This design comes from an exercise in tuning for small area, a short achievable clock period and few clock cycles per item on the open sky130 flow, not from production work. Where RTL was checked, it was by simulation tests only, not by an equivalence proof against the original.

run 1:
==> flow/design.v (excerpt) <==
module product_gen
#(
parameter WORD_SIZE=29
)
(
  input wire clk,
  output wire[2*WORD_SIZE-1:0] sum1,
  input wire[WORD_SIZE-1:0] min,
  input wire[WORD_SIZE-1:0] q
);
clock: 5.0 ns
lec_check: 0
cap_margin: 20
core_margin: 2
core_utilization: 60
setup_slack_margin: 0.3
slew_margin: 20
synth_hierarchical: 1
synth_minimum_keep_size: 0
standard.sh (not shown) runs the stock make flow with config.mk's settings and CLKGATE_MAP_FILE= SYNTH_SCRIPT=/design/flow/synth_recipe.tcl, a recipe that flattens the netlist after the stock synthesis.
==> flow/flow/run.sh <==
#!/bin/bash
set -uo pipefail
export BUFFER_PORTS_ARGS="-buffer_cell sky130_fd_sc_hd__buf_2"
bash standard.sh > standard.log 2>&1
Testbench counts of run 1, summed over its fixed seeds: cycles 512, items 512.
Relative to run 1, the following input files were edited for run 2:
- SETUP_SLACK_MARGIN: 0.3 -> 0.7
==> flow/flow/run.sh <==
#!/bin/bash
set -uo pipefail
export BUFFER_PORTS_ARGS="-buffer_cell sky130_fd_sc_hd__buf_4"
bash standard.sh > standard.log 2>&1
[summary]
NOTE: met1 layer wirelength in the final routing in run 2 falls short of that of run 1
Run 1 -> run 2: count of filler cells inserted in the layout decreased by a few percent
Run 1 → run 2: final cell count without fillers roughly the same; met1 global-route usage lower.
Going from run 1 to run 2, final worst-path setup slack went up 200 ps; global routing met2 resource utilization went up 3.1 points; core utilization went up 4.9 points.
> inputs changed (run 2 -> run 3)
- SETUP_SLACK_MARGIN now 0.5, was 0.7
==> flow/run.sh (new file) <==
#!/bin/bash
# synth_recipe.tcl (not shown) runs the flow's synth.tcl, then flattens the netlist and writes it again
# the make line also repeats each setting of config.mk as NAME=value (left out here)
make -C /OpenROAD-flow-scripts/flow DESIGN_CONFIG=/design/flow/config.mk WORK_HOME=/design/flow/orfs CLKGATE_MAP_FILE= SYNTH_SCRIPT=/design/flow/synth_recipe.tcl finish
removed: flow/flow/run.sh
removed: flow/standard.sh
NOTE: utilization after layout in run 3 exceeds that of run 2. Run 3 against run 2: share of the final layout cell area in sequential cells shows a reduction of 0.36 points; smallest setup slack after layout fell by 110 ps; routed via count now larger. | post-route clock period utilization | higher: run 3 |.
> inputs changed (run 3 -> run 4)
- swapping 0.5 for 1.0 in SETUP_SLACK_MARGIN
- swapping 60 for 55 in CORE_UTILIZATION
## What came out
Going from run 3 to run 4, the clock buffer count was found to have gone down by 2.
Taking run 3 as the reference, in run 4 routed via count picked up an extra 10%, initial standard-cell utilization of the core lost 5.0 points, register cell area after layout picked up an extra about 1.1%, total die area picked up an extra 0.0034 mm2.
> inputs changed (run 4 -> run 5)
- swapping 1.0 for 0.3 in SETUP_SLACK_MARGIN
- putting CTS_CLUSTER_SIZE at 30 where nothing was set
- swapping 55 for 60 in CORE_UTILIZATION
- putting CTS_BUF_LIST at sky130_fd_sc_hd__clkbuf_8 where nothing was set
==> flow/flow/run.sh (new file) <==
#!/bin/bash
set -uo pipefail
export BUFFER_PORTS_ARGS="-buffer_cell sky130_fd_sc_hd__buf_4"
bash standard.sh > standard.log 2>&1
==> flow/standard.sh (new file) <==
#!/bin/bash
# synth_recipe.tcl (not shown) runs the flow's synth.tcl, then flattens the netlist and writes it again
# the make line also repeats each setting of config.mk as NAME=value (left out here)
make -C /OpenROAD-flow-scripts/flow DESIGN_CONFIG=/design/flow/config.mk WORK_HOME=/design/flow/orfs CLKGATE_MAP_FILE= SYNTH_SCRIPT=/design/flow/synth_recipe.tcl "${@:-finish}"
removed: flow/run.sh
Findings:
- Every stage of the flow completed for run 5, and the final layout passed the timing, DRC and antenna checks.
- Run 5 ends up with a sequential share of layout area that is 2.4 points higher than in run 4.
- On overall fraction of global-route tracks in use: between run 5 and run 4, it ends up higher for run 4.
- Density: run 5 sparser than run 4
- Taking run 4 as the reference point, the hold slack of run 5 falls by 340 ps.
- Summary of run 5 over run 4: via count now smaller; met2 routing resource usage after global routing moved down.
- Clock-pin slew on the worst setup and hold paths (higher): run 5
- Run 4 reports its startpoint-to-endpoint class of the critical path as reg -> out while run 5 reports in -> reg.
- Going from run 4 to run 5, final cell count shrank by more than 10%.
- Run 5 reports its startpoint of the worst setup timing path as q[19] while run 4 reports r1359.
- For the sum of routed wire segments on met1, run 5 came in about 13% lower than run 4 did.
- Looking at number of cells on the critical path, run 5 sits below run 4.
Changes in run 6 relative to run 5:
- CTS_CLUSTER_SIZE no longer set, was 30
- CTS_BUF_LIST no longer set, was sky130_fd_sc_hd__clkbuf_8
- CORE_UTILIZATION now 50, was 60
==> summary.txt <==
Share of the cycle needed by the critical path after routing: run 6 vs run 5 down 1.6 points
The global-route wire length before repair of run 6 is lower than that of run 5.
Layout overhead on the synthesized area, run 6 and run 5: higher on run 6
[compare] base=run 5 new=run 6: placer congestion estimate shows no meaningful change, met2 layer wire length in the routed design now sits at about the same level, via density per instance shrank by about 7%, critical path depth +2.
Run 6 vs run 5: fill cell total of the finished layout up by more than a quarter
Run 6: minimum clock period after layout lower than run 5
Run 5 was smaller in final cell area than run 6.

* * *

product_gen again, from the RTL that the note above started with.
clock: 5.0 ns
lec_check: 0
cap_margin: 20
core_margin: 2
core_utilization: 60
setup_slack_margin: 0.3
slew_margin: 20
synth_hierarchical: 1
synth_minimum_keep_size: 0
==> flow/flow/run.sh <==
#!/bin/bash
set -uo pipefail
export BUFFER_PORTS_ARGS="-buffer_cell sky130_fd_sc_hd__buf_4"
bash standard.sh > standard.log 2>&1
The baseline finished with timing, DRC and antenna clean.
Testbench counts at the start, summed over its fixed seeds: cycles 512, items 512.
Change:
- SETUP_SLACK_MARGIN: 0.3 -> default
Utilization fell by 0.36 points.
Cell count fell by 0.64%.
Area after synthesis is unchanged.
Die area stays the same.
Clock-buffer cell count rose by 1.
Worst setup slack gets worse by 0.047 ns.
Flip-flop and latch count does not change.
Routed wire length fell by 1.2%.
Non-clock buffer count fell by 17.
Change:
--- a/flow/flow/run.sh
+++ b/flow/flow/run.sh
@@ -3,0 +4 @@
+export RECOVER_POWER=100
- SETUP_SLACK_MARGIN: default -> 0.5
Count of clock-buffer cells in the layout stays the same.
Global-route usage came out higher by 0.59 points.
Change:
--- a/flow/flow/run.sh
+++ b/flow/flow/run.sh
@@ -4 +3,0 @@
-export RECOVER_POWER=100
=> Global-route usage is unchanged. Setup slack improves by 0.17 ns. Wire length stays flat. Count of clock-buffer cells in the layout does not change. First-iteration DRC count decreases slightly. Maximum frequency increases by a few percent. Critical path depth is unchanged. Final area increases slightly.

* * *

product_gen, a different RTL version from the one above (not shown whole).
Size: roughly 2,200 cells after synthesis, ~120 I/O pins, about 23,000 µm² of cells after synthesis.
==> flow/config.mk <==
export PLATFORM = sky130hd
export DESIGN_NAME = product_gen
export DESIGN_NICKNAME = product_gen
export VERILOG_FILES = /design/flow/design.v
export SDC_FILE = /design/flow/constraint.sdc
export NUM_CORES = 4
export LEC_CHECK = 0
export CAP_MARGIN = 20
export CORE_MARGIN = 2
export CORE_UTILIZATION = 60
export SLEW_MARGIN = 20
export SYNTH_HIERARCHICAL = 1
export SYNTH_MINIMUM_KEEP_SIZE = 0
==> flow/constraint.sdc <==
create_clock -name core_clock -period 5.0 [get_ports {clk}]
set_input_delay 1.0000 -clock core_clock [delete_from_list [all_inputs] [get_ports {clk}]]
set_output_delay 1.0000 -clock core_clock [all_outputs]
set_load 0.01 [all_outputs]
run.sh (not shown) runs the stock make flow with config.mk's settings and CLKGATE_MAP_FILE= SYNTH_SCRIPT=/design/flow/synth_recipe.tcl, a recipe that flattens the netlist after the stock synthesis.
Stock flow here: none of the scripts above is used.
The first run completed with no timing, DRC or antenna violations.
==> next run, changes <==
- SETUP_SLACK_MARGIN: unset -> 0.5
The new run ran to the end with no violations.
Setup slack gets better by 63 ps.
Worst hold slack improves by 6.1 ps.
Count of clock-buffer cells in the layout does not change.
Via count increases by 1.3%.
Global-route usage rose by 0.50 points.
Function was not checked in any run of this note: the RTL went through the layout flow alone.

==> re-timing with driven ports <==
In the flow no input, the clock included, has a driving cell. The finished layouts below were timed again as built, in two steps. Step 1 assumes that a clkbuf_16 drives the clock port and a buf_2 every other input. Step 2 times the ports against the registers' clock, not the clock port: input delays grow and output delays shrink by t, the midpoint of the rising clock arrivals with the driver on. Three values: no drivers, after step 1, after step 2; two values: the first two.
| run | t (ns) | setup WS [ns] | clock arrival spread, ns |
|---|---|---|---|
| run 1 | 0.512 | 0.444 / 0.387 / -0.026 | 0.021 / 0.021 |
| run 2 | 0.514 | 0.643 / 0.586 / 0.239 | 0.009 / 0.009 |
| run 3 | 0.510 | 0.530 / 0.499 / 0.056 | 0.015 / 0.014 |
| run 4 | 0.530 | 0.604 / 0.542 / 0.238 | 0.025 / 0.025 |
| run 5 | 0.545 | 0.384 / 0.411 / -0.134 | 0.026 / 0.026 |
| run 6 | 0.544 | 0.465 / 0.405 / 0.065 | 0.023 / 0.023 |
| the first run of note 2 | 0.507 | 0.459 / 0.404 / 0.000 | 0.015 / 0.016 |
| the second run of note 2 | 0.504 | 0.412 / 0.355 / 0.087 | 0.013 / 0.013 |
| the third run of note 2 | 0.514 | 0.340 / 0.345 / -0.139 | 0.017 / 0.017 |
| the fourth run of note 2 | 0.514 | 0.510 / 0.491 / 0.033 | 0.018 / 0.019 |
| the first run of note 3 | 0.528 | 0.025 / -0.031 / -0.248 | 0.015 / 0.015 |
| the second run of note 3 | 0.528 | 0.089 / 0.033 / 0.050 | 0.014 / 0.015 |
Met with ideal ports but missed after step 2: setup timing in run 1, run 5, the third run of note 2 and the first run of note 3. For run 5, which loses most, drivers alone change the setup slack by +0.027 ns; drivers and shift together by -0.518 ns.
